This design comes from an exercise in tuning for small area and a short achievable clock period on the open sky130 flow, not from production work. Only simulation tests tie the RTL to the original design; equivalence was not proved. Power and IR drop assume default switching activity.

lane 1:
==> flow/design.v <==
module trysim(input i_clk, input i_rst, input i_cfg_we, input [4:0] i_cfg_idx, input [3:0] i_cfg_vel,
              output o2,o3,o4,o5,o6,o7,o8,o9,o10,o11,o12,o13,o14,o15,o16,o17,o18,o19,o20,o21);
localparam N = 30;
localparam W = 12;
reg [W-1:0] pos [0:N-1];     
reg [3:0]   vel [0:N-1];
reg [5:0]   ctr;             
reg         stopp;
reg [5:0]   stp;             
reg [20:1]  occ;
wire [W-1:0] c  [0:N-1];
wire [W-1:0] u  [0:N-1];
wire [3:0]   nv [0:N-1];
wire [N-1:0] zero;
wire [N-1:0] eq;             
genvar i, k;
generate
for (i = 0; i < N; i = i + 1) begin : car
	wire st = stp[i / 5];
	wire notent = !st && (ctr < 2*i);
	wire enter  = !st && (ctr == 2*i);
	wire move   = !notent && !enter;
	wire [3:0] vm = st ? 4'd0 : vel[i];
	wire [5:0] lo = {1'b0, pos[i][4:0]} + {2'b00, vm};
	wire [6:0] hi = pos[i][W-1:5];
	wire       k5 = lo[5];
	wire [W-1:0] s = {hi + {6'd0, k5}, lo[4:0]};
	wire hz = (hi == 7'd0) && !k5;                               
	wire hw = ((hi == 7'd64) && !k5) || ((hi == 7'd63) && k5);    
	wire loi = (lo[4:0] >= i);
	wire wrap = s[W-1] && !(hw && !loi);
	wire [W-1:0] mv = {s[W-1] & ~wrap, s[W-2:0]};
	assign c[i] = notent ? i : enter ? i + 1 : mv;
	wire sml = hz || (hw && loi);
	wire [N:i+1] ge;
	wire [N:i+1] g;
	for (k = i + 1; k <= N; k = k + 1) begin : th
		if (k == i + 1) begin : ent
			assign ge[k] = enter || (move && (!sml || lo[4:0] >= k));
		end else begin : mov
			assign ge[k] = move && (!sml || lo[4:0] >= k);
		end
		if (i == 0) begin : g0
			assign g[k] = ge[k];
		end else begin : gn
			assign g[k] = ge[k] & (zero[i-1] | car[i-1].g[k]);
		end
	end
	assign zero[i] = ~g[i+1];
	if (i == 0) begin : r0
		assign u[i]  = c[i];
		assign nv[i] = vel[i];
		assign eq[i] = 1'b0;
	end else begin : rn
		wire [W:0] sa, sb;   
		assign sa[W] = zero[i-1];
		assign sb[W] = 1'b0;
		for (k = W - 1; k >= 0; k = k - 1) begin : bt
			wire a = c[i][k];
			wire b = u[i-1][k];
			assign u[i][k] = (a | sb[k+1]) & (b | sa[k+1]);
			assign sa[k] = sa[k+1] | (b & ~u[i][k]);
			assign sb[k] = sb[k+1] | (a & ~u[i][k]);
		end
		assign nv[i] = sb[0] ? nv[i-1] : vel[i];
		assign eq[i] = ~sa[0];
	end
end
endgenerate
wire [20:1] hit [0:N-1];
wire [N-1:0] jam;
generate
for (i = 0; i < N; i = i + 1) begin : res
	wire hz6 = (u[i][W-1:6] == 0);
	wire [7:0] ah, bl;
	for (k = 0; k < 8; k = k + 1) begin : pd
		assign ah[k] = hz6 && (u[i][5:3] == k);
		assign bl[k] = (u[i][2:0] == k);
	end
	for (k = 1; k <= 20; k = k + 1) begin : dec
		assign hit[i][k] = ah[(i + k) >> 3] & bl[(i + k) & 7];
	end
	if (i >= 3) begin : jm
		assign jam[i] = eq[i] & eq[i-1] & eq[i-2] & (|hit[i][16:1]);
	end else begin : nj
		assign jam[i] = 1'b0;
	end
	always @(posedge i_clk) begin
		pos[i] <= u[i];
		if (i_rst) begin
			if (i_cfg_we && i_cfg_idx == i) vel[i] <= i_cfg_vel;
		end else begin
			vel[i] <= nv[i];
		end
	end
end
endgenerate
reg [20:1] any;
integer j;
always @* begin
	any = 20'd0;
	for (j = 0; j < N; j = j + 1) any = any | hit[j];
end
always @(posedge i_clk) begin
	if (i_rst) begin
		ctr <= 6'd0;
		stopp <= 1'b0;
		stp <= 6'd0;
		occ <= 20'd0;
	end else begin
		if (ctr != 6'd63) ctr <= ctr + 6'd1;
		stopp <= |jam;
		for (j = 0; j < 6; j = j + 1) stp[j] <= (|(jam >> (5 * j + 3))) | (|(jam << (30 - 5 * j - 3)));
		occ <= any;
	end
end
assign {o21,o20,o19,o18,o17,o16,o15,o14,o13,o12,o11,o10,o9,o8,o7,o6,o5,o4,o3,o2} = occ;
endmodule
clock: 65.0 ns
lec_check: 0
abc_area: 1
cap_margin: 20
core_margin: 2
core_utilization: 60
place_density: 0.72
slew_margin: 20
run.sh (not shown) runs the stock make flow with config.mk's settings and CLKGATE_MAP_FILE= SYNTH_SCRIPT=/design/flow/synth_recipe.tcl, a recipe that flattens the netlist after the stock synthesis.
Changes in lane 2 relative to lane 1:
==> flow/design.v <==
module trysim(input i_clk, input i_rst, input i_cfg_we, input [4:0] i_cfg_idx, input [3:0] i_cfg_vel,
              output o2,o3,o4,o5,o6,o7,o8,o9,o10,o11,o12,o13,o14,o15,o16,o17,o18,o19,o20,o21);
localparam N = 30;
localparam W = 12;
reg [W-1:0] pos [0:N-1];     
reg [3:0]   vel [0:N-1];
reg [5:0]   ctr;             
reg         stopp;
reg [20:1]  occ;
wire [W-1:0] c  [0:N-1];
wire [W-1:0] u  [0:N-1];
wire [3:0]   nv [0:N-1];
wire [N-1:0] zero;
wire [N-1:0] eq;
wire [N-1:0] cp;             
genvar i, k;
generate
for (i = 0; i < N; i = i + 1) begin : car
	wire notent = (ctr < 2*i);
	wire enter  = (ctr == 2*i);
	wire move   = !notent && !enter;
	wire [3:0] vm = vel[i];
	wire [5:0] lo = {1'b0, pos[i][4:0]} + {2'b00, vm};
	wire [6:0] hi = pos[i][W-1:5];
	wire       k5 = lo[5];
	wire [W-1:0] s = {hi + {6'd0, k5}, lo[4:0]};
	wire hz = (hi == 7'd0) && !k5;                               
	wire hw = ((hi == 7'd64) && !k5) || ((hi == 7'd63) && k5);    
	wire loi = (lo[4:0] >= i);
	wire wrap = s[W-1] && !(hw && !loi);
	wire [W-1:0] mv = {s[W-1] & ~wrap, s[W-2:0]};
	assign c[i] = notent ? i : enter ? i + 1 : mv;
	wire sml = hz || (hw && loi);
	wire [N:i+1] ge;
	wire [N:i+1] g;
	for (k = i + 1; k <= N; k = k + 1) begin : th
		if (k == i + 1) begin : ent
			assign ge[k] = enter || (move && (!sml || lo[4:0] >= k));
		end else begin : mov
			assign ge[k] = move && (!sml || lo[4:0] >= k);
		end
		if (i == 0) begin : g0
			assign g[k] = ge[k];
		end else begin : gn
			assign g[k] = ge[k] & (zero[i-1] | car[i-1].g[k]);
		end
	end
	assign zero[i] = ~g[i+1];
	if (i == 0) begin : r0
		assign u[i]  = c[i];
		assign nv[i] = vel[i];
		assign cp[i] = 1'b0;
		assign eq[i] = 1'b0;
	end else begin : rn
		wire [W:0] sa, sb;   
		assign sa[W] = zero[i-1];
		assign sb[W] = 1'b0;
		for (k = W - 1; k >= 0; k = k - 1) begin : bt
			wire a = c[i][k];
			wire b = u[i-1][k];
			assign u[i][k] = (a | sb[k+1]) & (b | sa[k+1]);
			assign sa[k] = sa[k+1] | (b & ~u[i][k]);
			assign sb[k] = sb[k+1] | (a & ~u[i][k]);
		end
		assign cp[i] = sb[0];
		assign nv[i] = sb[0] ? nv[i-1] : vel[i];
		assign eq[i] = ~sa[0];
	end
end
endgenerate
wire [20:1] hit [0:N-1];
wire [N-1:0] jam;
generate
for (i = 0; i < N; i = i + 1) begin : res
	wire hz6 = (u[i][W-1:6] == 0);
	wire [7:0] ah, bl;
	for (k = 0; k < 8; k = k + 1) begin : pd
		assign ah[k] = hz6 && (u[i][5:3] == k);
		assign bl[k] = (u[i][2:0] == k);
	end
	for (k = 1; k <= 20; k = k + 1) begin : dec
		assign hit[i][k] = ah[(i + k) >> 3] & bl[(i + k) & 7];
	end
	if (i >= 3) begin : jm
		assign jam[i] = eq[i] & eq[i-1] & eq[i-2] & (|hit[i][16:1]);
	end else begin : nj
		assign jam[i] = 1'b0;
	end
	wire wr = i_rst && i_cfg_we && (i_cfg_idx == i);
	always @(posedge i_clk) begin
		pos[i] <= u[i];
		if (wr) begin
			vel[i] <= i_cfg_vel;
		end else if (!i_rst && !stopp && cp[i]) begin
			vel[i] <= nv[(i == 0) ? 0 : i - 1];
		end
	end
end
endgenerate
reg [20:1] any;
integer j;
always @* begin
	any = 20'd0;
	for (j = 0; j < N; j = j + 1) any = any | hit[j];
end
always @(posedge i_clk) begin
	if (i_rst) begin
		ctr <= 6'd0;
		stopp <= 1'b0;
		occ <= 20'd0;
	end else begin
		if (ctr != 6'd63) ctr <= ctr + 6'd1;
		if (!stopp) begin
			stopp <= |jam;
			occ <= any;
		end
	end
end
assign {o21,o20,o19,o18,o17,o16,o15,o14,o13,o12,o11,o10,o9,o8,o7,o6,o5,o4,o3,o2} = occ;
endmodule
### Flow results
- Compared with lane 1, placement density in the core of lane 2 is lower.
- Final area ends up higher on lane 2.
- Between lane 2 and lane 1, it is lane 2 whose sequential share of cell area is lower, by 0.41 points.
- NOTE die area lane 1->lane 2 increased slightly
- In the tables for lane 1 and lane 2, number of multi-input logic gates reads lower with lane 1.
- Number of endpoints failing setup at the final stage: lane 1 vs lane 2 identical


## west
trysim, a different RTL version from the one above (not shown whole).
Size in the first run: about 9600 cells after synthesis, about 32 I/O pins.
==> module trysim, before the edit <==
module trysim(input i_clk, input i_rst, input i_cfg_we, input [4:0] i_cfg_idx, input [3:0] i_cfg_vel,
              output o2,o3,o4,o5,o6,o7,o8,o9,o10,o11,o12,o13,o14,o15,o16,o17,o18,o19,o20,o21);
localparam N = 30;
localparam W = 12;
reg [W-1:0] pos [0:N-1];     
reg [3:0]   vel [0:N-1];
reg [5:0]   ctr;             
reg         stopp;
reg [20:1]  occ;
wire [W-1:0] c  [0:N-1];
wire [W-1:0] u  [0:N-1];
wire [3:0]   nv [0:N-1];
wire [N-1:0] zero;
wire [N-1:0] eq;             
genvar i, k;
generate
for (i = 0; i < N; i = i + 1) begin : car
	wire notent = !stopp && (ctr < 2*i);
	wire enter  = !stopp && (ctr == 2*i);
	wire move   = !notent && !enter;
	wire [3:0] vm = stopp ? 4'd0 : vel[i];
	wire [5:0] lo = {1'b0, pos[i][4:0]} + {2'b00, vm};
	wire [6:0] hi = pos[i][W-1:5];
	wire       k5 = lo[5];
	wire [W-1:0] s = {hi + {6'd0, k5}, lo[4:0]};
	wire hz = (hi == 7'd0) && !k5;                               
	wire hw = ((hi == 7'd64) && !k5) || ((hi == 7'd63) && k5);    
	wire loi = (lo[4:0] >= i);
	wire wrap = s[W-1] && !(hw && !loi);
	wire [W-1:0] mv = {s[W-1] & ~wrap, s[W-2:0]};
	assign c[i] = notent ? i : enter ? i + 1 : mv;
	wire sml = hz || (hw && loi);
	wire [N:i+1] ge;
	wire [N:i+1] g;
	for (k = i + 1; k <= N; k = k + 1) begin : th
		if (k == i + 1) begin : ent
			assign ge[k] = enter || (move && (!sml || lo[4:0] >= k));
		end else begin : mov
			assign ge[k] = move && (!sml || lo[4:0] >= k);
		end
		if (i == 0) begin : g0
			assign g[k] = ge[k];
		end else begin : gn
			assign g[k] = ge[k] & (zero[i-1] | car[i-1].g[k]);
		end
	end
	assign zero[i] = ~g[i+1];
	if (i == 0) begin : r0
		assign u[i]  = c[i];
		assign nv[i] = vel[i];
		assign eq[i] = 1'b0;
	end else begin : rn
		wire [W:0] sa, sb;   
		assign sa[W] = zero[i-1];
		assign sb[W] = 1'b0;
		for (k = W - 1; k >= 0; k = k - 1) begin : bt
			wire a = c[i][k];
			wire b = u[i-1][k];
			assign u[i][k] = (a | sb[k+1]) & (b | sa[k+1]);
			assign sa[k] = sa[k+1] | (b & ~u[i][k]);
			assign sb[k] = sb[k+1] | (a & ~u[i][k]);
		end
		assign nv[i] = sb[0] ? nv[i-1] : vel[i];
		assign eq[i] = ~sa[0];
	end
end
endgenerate
wire [20:1] hit [0:N-1];
wire [N-1:0] jam;
generate
for (i = 0; i < N; i = i + 1) begin : res
	wire hz6 = (u[i][W-1:6] == 0);
	wire [7:0] ah, bl;
	for (k = 0; k < 8; k = k + 1) begin : pd
		assign ah[k] = hz6 && (u[i][5:3] == k);
		assign bl[k] = (u[i][2:0] == k);
	end
	for (k = 1; k <= 20; k = k + 1) begin : dec
		assign hit[i][k] = ah[(i + k) >> 3] & bl[(i + k) & 7];
	end
	if (i >= 3) begin : jm
		assign jam[i] = eq[i] & eq[i-1] & eq[i-2] & (|hit[i][16:1]);
	end else begin : nj
		assign jam[i] = 1'b0;
	end
	always @(posedge i_clk) begin
		pos[i] <= u[i];
		if (i_rst) begin
			if (i_cfg_we && i_cfg_idx == i) vel[i] <= i_cfg_vel;
		end else begin
			vel[i] <= nv[i];
		end
	end
end
endgenerate
reg [20:1] any;
integer j;
always @* begin
	any = 20'd0;
	for (j = 0; j < N; j = j + 1) any = any | hit[j];
end
always @(posedge i_clk) begin
	if (i_rst) begin
		ctr <= 6'd0;
		stopp <= 1'b0;
		occ <= 20'd0;
	end else begin
		if (ctr != 6'd63) ctr <= ctr + 6'd1;
		stopp <= |jam;
		occ <= any;
	end
end
assign {o21,o20,o19,o18,o17,o16,o15,o14,o13,o12,o11,o10,o9,o8,o7,o6,o5,o4,o3,o2} = occ;
endmodule
make LEC_CHECK=0 ABC_AREA=1 CAP_MARGIN=20 CORE_MARGIN=2 CORE_UTILIZATION=60 PLACE_DENSITY=0.72 SLEW_MARGIN=20 finish   # period 65.0 ns
west finished all stages; the layout is clean.
Changes in south relative to west:
-- flow/design.v --
<<< west, line 10
wire [W-1:0] c  [0:N-1];
wire [W-1:0] u  [0:N-1];
wire [3:0]   nv [0:N-1];
wire [N-1:0] zero;
wire [N-1:0] eq;             
>>> south, line 10
wire [W-1:0] c  [0:N-1];
wire [W-1:0] u  [0:N-1];
wire [3:0]   nv [0:N-1];    
wire [3:0]   lc [0:N-1];    
wire [N-1:0] anc;           
wire [N-1:0] zero;
wire [N-1:0] eq;             
<<< west, line 49
		assign u[i]  = c[i];
		assign nv[i] = vel[i];
		assign eq[i] = 1'b0;
	end else begin : rn
>>> south, line 51
		assign u[i]  = c[i];
		assign nv[i] = vel[i];
		assign lc[i] = vel[i];
		assign anc[i] = 1'b1;
		assign eq[i] = 1'b0;
	end else begin : rn
<<< west, line 58
			wire b = u[i-1][k];
			assign u[i][k] = (a | sb[k+1]) & (b | sa[k+1]);
			assign sa[k] = sa[k+1] | (b & ~u[i][k]);
			assign sb[k] = sb[k+1] | (a & ~u[i][k]);
		end
		assign nv[i] = sb[0] ? nv[i-1] : vel[i];
		assign eq[i] = ~sa[0];
	end
>>> south, line 62
			wire b = u[i-1][k];
			assign u[i][k] = (a | sb[k+1]) & (b | sa[k+1]);
			assign sa[k] = sa[k+1] | (~sb[k+1] & ~a & b);
			assign sb[k] = sb[k+1] | (~sa[k+1] & a & ~b);
		end
		if (i % 5 == 0) begin : vb
			assign lc[i]  = vel[i];
			assign anc[i] = ~sb[0];
		end else begin : vr
			assign lc[i]  = sb[0] ? lc[i-1] : vel[i];
			assign anc[i] = anc[i-1] | ~sb[0];
		end
		if (i < 5) begin : vn0
			assign nv[i] = lc[i];
		end else begin : vnx
			assign nv[i] = anc[i] ? lc[i] : nv[(i / 5) * 5 - 1];
		end
		assign eq[i] = ~sa[0];
	end
Findings:
Relative to west, the synthesized area measured on south has increased by a few percent. Ratio of routed vias to standard cells: south and west compared, lower one is west. south vs. west: cell count of the worst hold path climbed 2, setup slack went down, instance area after placement went up about 4.6%, number of nets at the end of the flow grew by 305. south improves on west in design internal power. Changes observed in south relative to west: multiplexer share of the synthesized area saw little to no change; count of flip-flops and latches saw little to no change; count of multi-input gates saw an increase; fraction of power consumed by the clock network saw little to no change; synthesized instance count saw an increase.

[what the ideal ports hide]
In the flow no input, the clock included, has a driving cell. The finished layouts below were timed again as built, in two steps. Step 1, drivers: a clkbuf_16 drives i_clk and a buf_2 each remaining input, both assumed. Step 2 adds t to the input delays and takes it off the output delays; t is the mean of the earliest and latest rising clock arrival at the registers after step 1. Input paths then give back, and output paths get back, about the clock's delay inside the block. Three values: ideal, step 1, step 2; two values: the first two.
| run | shift t [ns] | setup slack, ns | hold slack, ns | slew at the worst register clock pin (ns) |
|---|---|---|---|---|
| lane 1 | 0.736 | 48.487 / 48.487 / 48.487 | 0.573 / 0.573 / 0.573 | 0.06 / 0.06 |
| lane 2 | 0.721 | 49.454 / 49.480 / 48.784 | 0.542 / 0.542 / 0.542 | 0.07 / 0.07 |
| west | 0.727 | 49.182 / 49.182 / 49.182 | 0.592 / 0.592 / 0.592 | 0.07 / 0.07 |
| south | 0.724 | 48.813 / 48.813 / 48.813 | 0.648 / 0.648 / 0.648 | 0.07 / 0.07 |
After both steps every run listed still meets setup and hold. For lane 2, which loses most, drivers alone change the setup slack by +0.026 ns; drivers and shift together by -0.670 ns.
